Background: an optimization exercise with open tools, aiming at small area, a short achievable clock period and few clock cycles. Do not read the settings as production practice.
Function was not checked in any run shown here: the RTL went through the layout flow alone.
Power and IR drop assume default switching activity.

[flow/run.sh]
#!/bin/bash
# Standard ORFS layout, but with plain buffers (buf_2) on the ports instead of
# the default port-buffer cell.
set -euo pipefail
export BUFFER_PORTS_ARGS="-buffer_cell sky130_fd_sc_hd__buf_2"
bash standard.sh "BUFFER_PORTS_ARGS=$BUFFER_PORTS_ARGS" finish > standard_flow.log 2>&1
[standard.sh]
#!/bin/bash
# synth_recipe.tcl (not shown) runs the flow's synth.tcl, then flattens the netlist and writes it again
# the make line also repeats each setting of config.mk as NAME=value (left out here)
make -C /OpenROAD-flow-scripts/flow DESIGN_CONFIG=/design/flow/config.mk WORK_HOME=/design/flow/orfs CLKGATE_MAP_FILE= SYNTH_SCRIPT=/design/flow/synth_recipe.tcl "${@:-finish}"
[config.mk]
export PLATFORM = sky130hd
export DESIGN_NAME = ATCONV
export DESIGN_NICKNAME = ATCONV
export VERILOG_FILES = /design/flow/design.v
export SDC_FILE = /design/flow/constraint.sdc
export NUM_CORES = 4
export LEC_CHECK = 0
export CAP_MARGIN = 20
export CORE_MARGIN = 2
export CORE_UTILIZATION = 40
export SETUP_SLACK_MARGIN = 3.5
export SLEW_MARGIN = 20
[constraint.sdc]
create_clock -name core_clock -period 6.5 [get_ports {clk}]
set_input_delay 1.3000 -clock core_clock [delete_from_list [all_inputs] [get_ports {clk}]]
set_output_delay 1.3000 -clock core_clock [all_outputs]
set_load 0.01 [all_outputs]
[design.v]
`timescale 1ns/10ps
module  ATCONV(
	input		clk,
	input		reset,
	output	reg	busy,
	input		ready,
	output reg	[11:0]	iaddr,
	input signed [12:0]	idata,
	output	reg 	cwr,
	output  reg	[11:0]	caddr_wr,
	output  reg [12:0] 	cdata_wr,
	output	reg 	crd,
	output reg	[11:0] 	caddr_rd,
	input 	[12:0] 	cdata_rd,
	output reg 	csel
	);
reg       run;
reg [4:0] s;
reg [3:0] sn;              
reg       par;
reg [5:0] q;
reg [2:0] p;
reg       q0, q32, q33;    
reg       wr;              
always @(posedge clk or posedge reset) begin
	if (reset) begin
		busy <= 1'b0; run <= 1'b0;
		s <= 5'd31; sn <= 4'd0; par <= 1'b1; q <= 6'd33; p <= 3'd4;
		q0 <= 1'b0; q32 <= 1'b0; q33 <= 1'b1; wr <= 1'b1;
	end else if (!run) begin
		s <= 5'd31; sn <= 4'd0; par <= 1'b1; q <= 6'd33; p <= 3'd4;
		q0 <= 1'b0; q32 <= 1'b0; q33 <= 1'b1; wr <= 1'b1;
		if (ready) begin busy <= 1'b1; run <= 1'b1; end
	end else begin
		if (s[4] && !s[0] && q32 && p == 3'd2) begin busy <= 1'b0; run <= 1'b0; end
		wr <= par & q33 & (p == 3'd3 || p == 3'd4);
		if (p == 3'd5) begin
			p <= 3'd0;
			if (q33) begin
				q <= 6'd0; par <= ~par;
				q0 <= 1'b1; q32 <= 1'b0; q33 <= 1'b0;
				if (par) begin s <= s + 5'd1; sn <= sn + 4'd1; end
			end else begin
				q <= q + 6'd1;
				q0 <= 1'b0; q32 <= (q == 6'd31); q33 <= q32;
			end
		end else p <= p + 3'd1;
	end
end
wire        pr   = p[2];
wire [3:0]  sr   = wr ? sn : s[3:0];
wire [2:0]  S    = sr[3:1];
reg  [5:0]  rowc;
always @(*) begin
	case (p)
		3'd4:    rowc = (S == 3'd0) ? 6'd0 : {S - 3'd1, 2'd3, sr[0]};   
		3'd5:    rowc = {S, 2'd0, sr[0]};                              
		3'd0:    rowc = {S, 2'd1, sr[0]};
		3'd1:    rowc = {S, 2'd2, sr[0]};
		3'd2:    rowc = {S, 2'd3, sr[0]};
		default: rowc = (S == 3'd7) ? 6'd63 : {S + 3'd1, 2'd0, sr[0]};   
	endcase
end
wire [5:0]  colc = pr ? (q33 ? 6'd0  : (q32 ? 6'd63 : {q[4:0], par}))
                      : (q0  ? 6'd0  : (q33 ? 6'd63 : {q[4:0] - 5'd1, par}));
always @(posedge clk) iaddr <= {rowc, colc};
reg [11:0] D  [0:4];
reg [11:2] Dh [5:11];
reg [10:0] Eb;
reg [12:0] Ga, R6, X;
integer k;
always @(posedge clk) begin
	D[0] <= idata[11:0];
	for (k = 1; k <= 4; k = k + 1) D[k] <= D[k-1];
	Dh[5] <= D[4][11:2];
	for (k = 6; k <= 11; k = k + 1) Dh[k] <= Dh[k-1];
	Ga <= ~{1'b0, D[4]} + {4'b0, D[3][11:3]} + {4'b0, Dh[5][11:3]} + 13'd12;
	Eb <= {3'b0, Dh[9][11:4]} + {1'b0, Dh[10][11:2]} + {3'b0, Dh[11][11:4]};
	R6 <= Ga + {2'b0, Eb};
	X  <= R6 + {3'b0, D[0][11:2]} + {5'b0, D[1][11:4]};
end
wire [12:0] W    = X + {5'b0, D[0][11:4]};
wire [12:0] relu = {1'b0, W[12] ? ~W[11:0] : 12'd0};
wire [3:0]  sm1  = s[3:0] - 4'd1;
wire [3:0]  lsA  = par ? s[3:0] : sm1;
wire        hA   = q[0];
wire [4:0]  CA   = par ? q[5:1] - 5'd1 : {1'b1, q[4:1]};
wire [3:0]  lsW  = par ? s[3:0] : sm1;
wire        hW   = ~q[0];
wire [5:0]  qW   = par ? q - 6'd3 : q + 6'd31;
wire [4:0]  CW   = qW[5:1];
wire        actW = par ? (q >= 6'd3) : (q <= 6'd32);
wire        validW = actW & (par ? ~s[4] : (s[4:0] != 5'd0 && s[4:0] != 5'd31));
wire        firstW = ~lsW[0];
reg [12:0] accA, accB, heldA;
wire [2:0]  pc  = (p == 3'd0) ? 3'd5 : p - 3'd1;    
wire [11:0] rd  = cdata_rd[11:0];
wire [12:0] rdr = {{1'b0, rd[11:4]} + {8'b0, |rd[3:0]}, 4'b0};
always @(posedge clk) begin
	case (pc)
		3'd1: heldA <= cdata_rd;
		3'd2: accA <= rdr;
		3'd3: if ({1'b0, rd} > accA) accA <= rdr;
		3'd4: accB <= rdr;
		3'd5: if ({1'b0, rd} > accB) accB <= rdr;
		default: ;
	endcase
end
wire [12:0] VA = (!firstW && heldA > accA) ? heldA : accA;
wire [12:0] VB = (!firstW && cdata_rd > accB) ? cdata_rd : accB;
always @(posedge clk) begin
	crd <= 1'b1;
	if (p == 3'd0) begin
		cwr <= run & validW; csel <= 1'b1;
		caddr_wr <= {2'b0, lsW[3:1], hW, 1'b0, CW};
		caddr_rd <= {2'b0, lsW[3:1], hW, 1'b1, CW};
		cdata_wr <= VA;
	end else if (p == 3'd1) begin
		cwr <= run & validW; csel <= 1'b1;
		caddr_wr <= {2'b0, lsW[3:1], hW, 1'b1, CW};
		caddr_rd <= {2'b0, lsA[3:1], hA, 1'b0, CA};
		cdata_wr <= VB;
	end else begin
		cwr <= run & ~s[4] & (q >= 6'd2); csel <= 1'b0;
		caddr_wr <= {s[3:1], p[1:0] - 2'd2, s[0], q[4:0] - 5'd2, par};
		caddr_rd <= {lsA[3:1], hA, p[2], lsA[0], CA, p[0]};
		cdata_wr <= relu;
	end
end
endmodule
==> results.json, run 1 <==
{
  "status": "no timing/DRC/antenna violations",
  "port_buffers": 79,
  "ant_nets": 0,
  "p_per_area_mw_per_mm2": 510,
  "ios": 82,
  "drt_iter0_markers": 501,
  "hold_viol_final": 0,
  "ys_ff_latch": 285,
  "mostFrequentLayoutCells": "dfxtp_1, ha_1, nand2_1, inv_1, buf_2",
  "cts.sinks": 285,
  "synthArstFlopShare": 0.0877,
  "final_common_cell": "dfxtp_1",
  "max-cap-violations": 0,
  "rows": 63,
  "final.period_utilization": 0.444,
  "fill_cells": 2774,
  "drc": 0,
  "grt_pass1_vias": 7961,
  "critical_path_required_ns": 6.96,
  "vdd_drop_max_mv": 0.251,
  "synth_edf_count": 31,
  "netlist_instances": 1137,
  "die_width_um": 178,
  "arrival_ns": 3.35,
  "placed_area_mm2": 0.0129,
  "antenna_found_initial": 0,
  "final_cell_area_mm2": 0.0142,
  "slew_viol_final": 0,
  "relSlewSlack": 0.388,
  "min_path_type": "reg -> reg",
  "clk_latency_ns": 0.56,
  "cts.htree.levels": 1,
  "grt_start_max_net_pins": 33,
  "finalSetupViolCount": 0,
  "grt-ovfl-total": 0,
  "cp_slowest_stage_delay_ns": 0.59,
  "max_freq_ghz": 0.346,
  "start_kind": "register",
  "syn_avg_cell_area_um2": 10.7,
  "wl_per_cell_um": 15.1,
  "grt_first_pass_wirelength_um": 39800,
  "clk_pin_slew_ns": 0.06,
  "dr.pass1.iters": 4,
  "dieArea_mm2": 0.0318,
  "ys_types": 67,
  "crit_fanout": 2,
  "netlist_area_mm2": 0.0121,
  "synth_warnings": 3,
  "seq_area_frac_synth": 0.507,
  "clockBufferDepth": 3,
  "hpwl_um": 17900,
  "crit_path_cell_trace": "inv_2 > ha_4 > fa_1 > inv_1 > ha_4 > a21o_1 > a21oi_2 > o21ai_2 > or4_4 > and3_4 > a311oi_2",
  "synth_ff_type": "dfxtp_1",
  "finClkSkew_ns": 0.0205,
  "cp_top_family": "adder cells",
  "holdWs_ns": 0.319,
  "layout-drive-gt1-share": 0.158,
  "worst_pin_slew_ns": 0.912,
  "gp_congestion": 0.859,
  "area_growth_pct": 16.6,
  "fin_nets": 1374,
  "period_minus_slack_ns": 2.89,
  "root_buffer": "clkbuf_16",
  "criticalPathCategory": "reg -> reg",
  "numCtsBuffers": 31,
  "drt-vias-per-instance": 4.97,
  "via_count": 8110,
  "core_area_mm2": 0.0298,
  "rsz0062_at_grt": "false",
  "crit_top_cell": "ha_4",
  "wirelength_um": 24700,
  "p_leak_uw": 0.00616,
  "cts_tree": "done",
  "cp_slowest_cell": "fa_1",
  "die_h_um": 178,
  "initial_core_util": 0.407,
  "end_kind": "register",
  "setup_tns_ns": 0,
  "grt_usage": 0.156,
  "syn_nets": 1294,
  "worst-path-buf-inv": 2,
  "diodes": 0
}
cell families (layout without fill, tap and decap cells):
group                      Yosys count  count (layout)  share of synthesized area
AOI/OAI and AO/OA                  215             216                      0.115
xor gates and xnor gates            69              69                     0.0498
adders and majority gates          128             128                      0.150
buffers and inverters              134             238                     0.0430
DFF                                285             285                      0.507
muxes                               28              28                     0.0246
other                                1               1                   0.000309
and+or+nand+nor                    277             277                      0.109
cell usage after synthesis, drive strengths merged, types with 13 or more instances:
| cell | n | area (um2) |
|---|---|---|
| dfxtp | 229 | 4580 |
| xnor2 | 49 | 429 |
| inv | 95 | 357 |
| xor2 | 20 | 175 |
| nor2b | 17 | 106 |
| edfxtp | 31 | 931 |
| buf | 14 | 71.3 |
| dfrtp | 14 | 350 |
| nor3 | 24 | 125 |
| fa | 30 | 601 |
| a211oi | 13 | 97.6 |
| ha | 98 | 1230 |
| nand2 | 93 | 349 |
| clkbuf | 25 | 93.8 |
| o211ai | 13 | 97.6 |
| nand3 | 13 | 65.1 |
| a21o | 17 | 128 |
| mux2 | 15 | 169 |
| a21oi | 55 | 275 |
| mux2i | 13 | 130 |
| o21ai | 42 | 210 |
| nor2 | 63 | 236 |
repair_timing:
action	in CTS	in global routing
buffers inserted	0	2
resized for setup	4	20
pin swaps	1	12
cloned	0	1
hold buffers	0	0
setup endpoints to repair	12	17
path summary, 6_finish.rpt:
check                           cells after the start             start               end  slack [ns]
worst max-delay path                               11   D[3][6]$_DFF_P_    Ga[11]$_DFF_P_        3.61
worst min-delay path                                0  Dh[8][6]$_DFF_P_  Dh[9][6]$_DFF_P_        0.32
worst max register to register                     11   D[3][6]$_DFF_P_    Ga[11]$_DFF_P_        3.61
worst min register to register                      0  Dh[8][6]$_DFF_P_  Dh[9][6]$_DFF_P_        0.32
max in group asynchronous                           2             reset    p[0]$_DFF_PP0_        5.23
min in group asynchronous                           2             reset   q32$_DFFE_PP0P_        0.84
where the power goes:
part	leakage (uW)	total [uW]	internal (uW)	switching, uW
logic	0.00308	2740	1200	1550
clock network	0.000564	1890	1180	708
registers	0.00251	2590	2280	313
total	0.00616	7220	4660	2570
registers in the layout (all words and copies together), names as in the netlist, 3 cells and up:
name      count
Dh           68
D            60
Ga           13
R6           13
X            13
cdata_wr     13
heldA        13
caddr_rd     12
caddr_wr     12
iaddr        12
Eb           11
accA          9
accB          9
q             6
s             5
sn            4
p             3
cell type report:
cell class	count	area, um2	share of cell area
sequential	285	6160	0.435
timing repair buffer	85	443	0.0313
tap	390	488	0.0345
clock inverter	18	235	0.0166
multi-input combinational	719	5580	0.394
clock buffer	40	902	0.0637
inverter	95	357	0.0252
layer usage:
metal / global-route usage / routed length, um / up-vias
met3: 0.0245 / 1320 / 40
met2: 0.256 / 11100 / 175
met1: 0.214 / 11700 / 3814
met4: 0.0427 / 503 / 0
met5: 0 / 0 / -
li1: - / - / 4081
metrics by stage:
stage / instances / setup slack (ns) / total power, uW / util
after floorplan: 1137 / 3.52 / 4580 / -
after global placement: 1571 / 2.92 / 5280 / 0.433
after detailed placement: 1571 / 2.88 / 5320 / 0.433
after CTS: 1629 / 3.46 / 7250 / 0.471
after global routing: 1632 / 3.50 / 7780 / 0.475
final: 1632 / 3.61 / 7220 / 0.475
==> run 2, diff against run 1 <==
--- a/config.mk
+++ b/config.mk
@@ -8,5 +8,5 @@
 export CAP_MARGIN = 20
 export CORE_MARGIN = 2
 export CORE_UTILIZATION = 40
-export SETUP_SLACK_MARGIN = 3.5
+export SETUP_SLACK_MARGIN = 4.1
 export SLEW_MARGIN = 20
==> results.json, run 2 <==
{
  "status": "no timing/DRC/antenna violations",
  "synth_edf_count": 31,
  "drt_iter0_markers": 419,
  "layout-drive-gt1-share": 0.229,
  "rows": 63,
  "synth_ff_type": "dfxtp_1",
  "period_minus_slack_ns": 2.73,
  "netlist_area_mm2": 0.0121,
  "synth_common_cells": "dfxtp_1, ha_1, inv_1, nand2_1, nor2_1",
  "clk_pin_slew_ns": 0.06,
  "die_width_um": 178,
  "crit_fanout": 2,
  "vdd_drop_max_mv": 0.293,
  "grt_first_pass_wirelength_um": 41000,
  "met1_usage": 0.219,
  "grt.met2_usage": 0.267,
  "largest_register_ffs": 68,
  "max_freq_ghz": 0.366,
  "reg_top3": "Dh (68), D (60)",
  "gp_congestion": 0.849,
  "p_leak_uw": 0.00636,
  "fin_nets": 1400,
  "die_h_um": 178,
  "worst_pin_slew_ns": 0.954,
  "ios": 82,
  "cts.htree.levels": 1,
  "final.period_utilization": 0.421,
  "syn_nets": 1294,
  "clockBufferDepth": 3,
  "relSlewSlack": 0.360,
  "via_count": 8259,
  "placed_cells_incl_taps": 1571,
  "synth.most_common_cell": "dfxtp_1",
  "clk_latency_ns": 0.55,
  "mostFrequentLayoutCells": "dfxtp_1, nand2_1, inv_1",
  "synthArstFlopShare": 0.0877,
  "multi_input_area_mm2": 0.00598,
  "pre_cts_ws_ns": 2.95,
  "ant_nets": 0,
  "root_buffer": "clkbuf_16",
  "start_kind": "register",
  "regMostFlops": "Dh",
  "fin_ws_ns": 3.77,
  "grt-ovfl-total": 0,
  "slew_viol_final": 0,
  "drt-vias-per-instance": 4.98,
  "criticalPathCategory": "reg -> reg",
  "synthTopCellsByArea": "dfxtp_1, ha_1, edfxtp_1",
  "final_cells": 1658,
  "grt_usage": 0.161,
  "antenna_found_initial": 0,
  "arrival_ns": 3.20,
  "dr.pass1.iters": 5,
  "grtUsageMet3": 0.0249,
  "diodes": 0,
  "dieArea_mm2": 0.0318,
  "gr-max-usage-layer": "met2",
  "drc": 0,
  "max-cap-violations": 0,
  "numCtsBuffers": 31,
  "syn_avg_cell_area_um2": 10.7,
  "ys_types": 67,
  "finalSetupViolCount": 0,
  "grt_pass1_vias": 8160,
  "grt_start_max_net_pins": 32,
  "p_per_area_mw_per_mm2": 502,
  "critical_path_required_ns": 6.96,
  "final-seq-area_mm2": 0.00618,
  "holdWs_ns": 0.321,
  "rsz0062_at_grt": "true",
  "yosys.area.top_type": "dfxtp_1",
  "fill_cells": 2713,
  "end_kind": "register",
  "synth_warnings": 3,
  "port_buffers": 79,
  "area_growth_pct": 21.7,
  "netlist_instances": 1137,
  "initial_core_util": 0.407,
  "final_common_cell": "dfxtp_1",
  "cts_tree": "done",
  "core_area_mm2": 0.0298,
  "hold_viol_final": 0,
  "setup_tns_ns": 0,
  "seq_area_frac_synth": 0.507,
  "cts_hold_buf": 0,
  "hpwl_um": 17900,
  "wl_per_cell_um": 15.4,
  "min_path_type": "reg -> reg",
  "finClkSkew_ns": 0.00928,
  "ys_ff_latch": 285,
  "cts.sinks": 285,
  "synth_top_area_frac": 0.378,
  "wirelength_um": 25500
}
==> run 2: changes by cell type in the layout (fill, tap and decap cells not counted), sizes merged <==
cell / before / now
clkinvlp: 2 / 3
bufinv: 5 / 3
inv: 100 / 96
clkbuf: 41 / 37
buf: 84 / 111
clkinv: 6 / 14
==> run 2: area by class of cell <==
cell class                      instances  share of cell area
Clock buffer                           37              0.0567
Multi-Input combinational cell        719               0.405
Tap cell                              390              0.0330
Clock inverter                         21              0.0130
Sequential cell                       285               0.418
Timing Repair Buffer                  111              0.0500
Inverter                               95              0.0244
==> run 2: metrics by stage <==
stage	total power [uW]	util	instance area, um2
after floorplan	4610	-	12300
after global placement	5310	0.438	13100
after detailed placement	5360	0.438	13100
after CTS	7320	0.486	14500
after global routing	7960	0.496	14800
final	7420	0.496	14800
==> run 2: cell families after synthesis <==
logic type | after synthesis | synth area share
flip-flops | 285 | 0.507
AND/OR/NAND/NOR | 277 | 0.109
AO/OA/AOI/OAI | 215 | 0.115
buffers and inverters | 134 | 0.0430
adder cells (fa/ha/maj) | 128 | 0.150
XOR/XNOR | 69 | 0.0498
multiplexers | 28 | 0.0246
other | 1 | 0.000309
==> run 2: what timing repair did <==
| item | CTS | global route |
|---|---|---|
| pin swaps | 30 | 27 |
| buffers inserted | 17 | 11 |
| gates resized for setup | 73 | 41 |
| endpoints found under the setup margin | 69 | 52 |
| cloned | 1 | 0 |
==> run 2: worst paths after layout <==
kind                                  start  slack (ns)                to  depth (start not counted)
max                        Dh[5][4]$_DFF_P_        3.77    Ga[11]$_DFF_P_                         11
min                         D[3][0]$_DFF_P_        0.32   D[4][0]$_DFF_P_                          0
max reg2reg                Dh[5][4]$_DFF_P_        3.77    Ga[11]$_DFF_P_                         11
min reg2reg                 D[3][0]$_DFF_P_        0.32   D[4][0]$_DFF_P_                          0
max in group asynchronous             reset        5.18  q[2]$_DFFE_PP0P_                          2
min in group asynchronous             reset        0.84  q[2]$_DFFE_PP0P_                          2
==> run 2: per-layer routing <==
metal / vias to the layer above / part of all wire
met5: - / 0
met1: 3933 / 0.48
li1: 4149 / -
met3: 35 / 0.043
met2: 142 / 0.46
met4: 0 / 0.019
==> run 2: critical path: stages (launching register included) <==
cell and delay [ns]:
dfxtp_2 0.33, inv_2 0.04, fa_2 0.37, inv_2 0.06, fa_1 0.41, ha_2 0.20
a21o_1 0.19, a21oi_2 0.16, o21ai_2 0.08, or4_4 0.43, and3_4 0.17, a311oi_2 0.21
==> run 2: power by group <==
group | switching [uW] | leakage [uW] | internal [uW]
logic | 1660 | 0.00334 | 1410
registers | 322 | 0.00251 | 2280
clock network | 702 | 0.000516 | 1040
total | 2690 | 0.00636 | 4730
==> run 3, diff against run 2 <==
--- a/config.mk
+++ b/config.mk
@@ -8,5 +8,5 @@
 export CAP_MARGIN = 20
 export CORE_MARGIN = 2
 export CORE_UTILIZATION = 40
-export SETUP_SLACK_MARGIN = 4.1
+export SETUP_SLACK_MARGIN = 3.8
 export SLEW_MARGIN = 20
==> results.json, run 3 <==
{
  "dr.pass1.iters": 5,
  "synth_ff_type": "dfxtp_1",
  "synth.most_common_cell": "dfxtp_1",
  "p_per_area_mw_per_mm2": 503,
  "pre_cts_ws_ns": 2.95,
  "end_kind": "register",
  "ant_nets": 0,
  "finClkSkew_ns": 0.00935,
  "fin_ws_ns": 3.74,
  "grt_start_max_net_pins": 33,
  "placed_cells_incl_taps": 1570,
  "netlist_area_mm2": 0.0121,
  "ys_types": 67,
  "cp_slowest_cell": "fa_1",
  "final_common_cell": "dfxtp_1",
  "clockBufferDepth": 3,
  "gr-max-usage-layer": "met2",
  "grt_usage": 0.160,
  "gp_congestion": 0.852,
  "cts_tree": "done",
  "cp_slowest_stage_delay_ns": 0.52,
  "synth_warnings": 3,
  "regMostFlops": "Dh",
  "status": "no timing/DRC/antenna violations",
  "holdWs_ns": 0.324,
  "final_cells": 1650,
  "finalSetupViolCount": 0,
  "dieArea_mm2": 0.0318,
  "drc": 0,
  "crit_path_cell_trace": "inv_1 > ha_1 > fa_1 > inv_1 > ha_1 > a21o_1 > a21oi_2 > o21ai_2 > or4_4 > and3_4 > a311oi_2",
  "rsz0062_at_grt": "true",
  "root_buffer": "clkbuf_16",
  "syn_avg_cell_area_um2": 10.7,
  "netlist_instances": 1137,
  "critical_path_required_ns": 6.96,
  "multi_input_area_mm2": 0.00580,
  "fin_nets": 1392,
  "grt_pass1_vias": 8091,
  "die_width_um": 178,
  "met1_usage": 0.219,
  "initial_core_util": 0.407,
  "criticalPathCategory": "reg -> reg",
  "max-cap-violations": 0,
  "final.period_utilization": 0.424,
  "hpwl_um": 18000,
  "start_kind": "register",
  "core_area_mm2": 0.0298,
  "grtUsageMet3": 0.0213,
  "clk_pin_slew_ns": 0.06,
  "synthTopCellsByArea": "dfxtp_1, ha_1, edfxtp_1",
  "drt-vias-per-instance": 4.99,
  "crit_fanout": 2,
  "die_h_um": 178,
  "drt_iter0_markers": 466,
  "ios": 82,
  "grt-ovfl-total": 0,
  "via_count": 8237,
  "grt_first_pass_wirelength_um": 40700,
  "seq_area_frac_synth": 0.507,
  "numCtsBuffers": 31,
  "mostFrequentLayoutCells": "dfxtp_1, nand2_1, inv_1",
  "cts.htree.levels": 1,
  "ys_ff_latch": 285,
  "p_leak_uw": 0.00630,
  "fill_cells": 2721,
  "rows": 63,
  "area_growth_pct": 20.0,
  "yosys.area.top_type": "dfxtp_1",
  "period_minus_slack_ns": 2.76,
  "vdd_drop_max_mv": 0.269,
  "synth_common_cells": "dfxtp_1, ha_1, inv_1, nand2_1, nor2_1",
  "reg_top3": "Dh (68), D (60)",
  "port_buffers": 79,
  "layout-drive-gt1-share": 0.199,
  "relSlewSlack": 0.390,
  "final-seq-area_mm2": 0.00618,
  "power_uw": 7330,
  "cts.sinks": 285,
  "hold_viol_final": 0,
  "grt.met2_usage": 0.263,
  "max_freq_ghz": 0.363,
  "wl_per_cell_um": 15.2,
  "worst_pin_slew_ns": 0.909,
  "synthArstFlopShare": 0.0877,
  "setup_tns_ns": 0,
  "arrival_ns": 3.21,
  "worst-path-buf-inv": 2,
  "min_path_type": "reg -> reg",
  "synth_top_area_frac": 0.378,
  "antenna_found_initial": 0,
  "slew_viol_final": 0,
  "wirelength_um": 25100,
  "largest_register_ffs": 68,
  "diodes": 0,
  "clk_latency_ns": 0.55,
  "cp_top_family": "adder cells",
  "synth_edf_count": 31,
  "cts_hold_buf": 0,
  "syn_nets": 1294
}
-- run 3: per-layer routing --
layer  routed length [um]  part of all wire  vias to the layer above
met1                11800              0.47                     3908
met4                  530             0.021                        0
met3                 1140             0.045                       35
met2                11600              0.46                      162
met5                    0                 0                        -
li1                     -                 -                     4132
-- run 3: final cells by class --
cell class	instances	area share
inverters	95	0.0247
clock buffers	43	0.0605
clock inverters	15	0.0144
repair buffers	103	0.0450
well taps	390	0.0335
flip-flops and latches	285	0.424
multi-input cells	719	0.398
-- run 3: path summary, 6_finish.rpt --
| path | start | end | slack (ns) | cells past startpoint |
|---|---|---|---|---|
| worst max-delay path | D[3][5]$_DFF_P_ | Ga[11]$_DFF_P_ | 3.74 | 11 |
| worst min-delay path | Dh[6][2]$_DFF_P_ | Dh[7][2]$_DFF_P_ | 0.32 | 0 |
| worst max register to register | D[3][5]$_DFF_P_ | Ga[11]$_DFF_P_ | 3.74 | 11 |
| worst min register to register | Dh[6][2]$_DFF_P_ | Dh[7][2]$_DFF_P_ | 0.32 | 0 |
| max in group asynchronous | reset | p[0]$_DFF_PP0_ | 5.21 | 2 |
| min in group asynchronous | reset | sn[1]$_DFFE_PP0P_ | 0.83 | 2 |
-- run 3: worst register-to-register path: stages (launching register included) --
cell and delay (ns):
dfxtp_2 0.35, inv_1 0.05, ha_1 0.21, fa_1 0.52
inv_1 0.05, ha_1 0.26, a21o_1 0.17, a21oi_2 0.18
o21ai_2 0.10, or4_4 0.43, and3_4 0.17, a311oi_2 0.17
-- run 3: cells by family after synthesis --
family / Yosys count / share of synthesized area
compound gates: 215 / 0.115
simple gates: 277 / 0.109
other cells: 1 / 0.000309
flops: 285 / 0.507
mux: 28 / 0.0246
fa+ha+maj: 128 / 0.150
xor+xnor: 69 / 0.0498
buf+inv: 134 / 0.0430
-- run 3: per-stage QoR --
stage	area (um2)	util
detailed placement	13000	0.436
CTS	14400	0.483
global placement	13000	0.436
floorplan	12300	-
global route	14600	0.489
finish	14600	0.489
-- run 3: timing repair --
item	CTS	global route
cloned	1	0
resized for setup	52	33
endpoints found under the setup margin	39	23
buffers inserted	12	9
pin swaps	29	27
endpoints found under the hold margin	0	0
-- run 3: where the power goes --
group / leakage, uW / total (uW) / internal [uW] / switching, uW
clock: 0.000539 / 1830 / 1140 / 690
sequential: 0.00251 / 2610 / 2290 / 322
combinational: 0.00325 / 2890 / 1290 / 1590
total: 0.00630 / 7330 / 4720 / 2610

[what the ideal ports hide]
In the flow no input, the clock included, has a driving cell. The finished layouts below were timed again as built, in two steps. Step 1 sets driving cells, clkbuf_16 on the clock port and buf_2 on the other inputs (assumed; they add their load-dependent delay and slew). Step 2 moves the port delays by t, midway between the first and last clock arrival at a register: inputs arrive t later, outputs are due t later. That takes back most of the time a late clock gives input paths. Three values: ideal ports, drivers, drivers and shift; two values: the first two.
run	t, ns	setup slack, ns	worst hold slack (ns)	clock arrival spread, ns	worst slew at a driven data input, ns
run 1	0.594	3.614 / 3.614 / 3.077	0.319 / 0.319 / 0.319	0.022 / 0.022	0.04
run 2	0.595	3.766 / 3.766 / 3.228	0.321 / 0.321 / 0.321	0.012 / 0.013	0.06
run 3	0.595	3.745 / 3.745 / 3.182	0.324 / 0.324 / 0.324	0.012 / 0.012	0.07
After both steps every run listed still meets setup and hold. The setup slack of run 3, which loses most, moves by 0.000 ns with the drivers and by -0.563 ns with both steps.
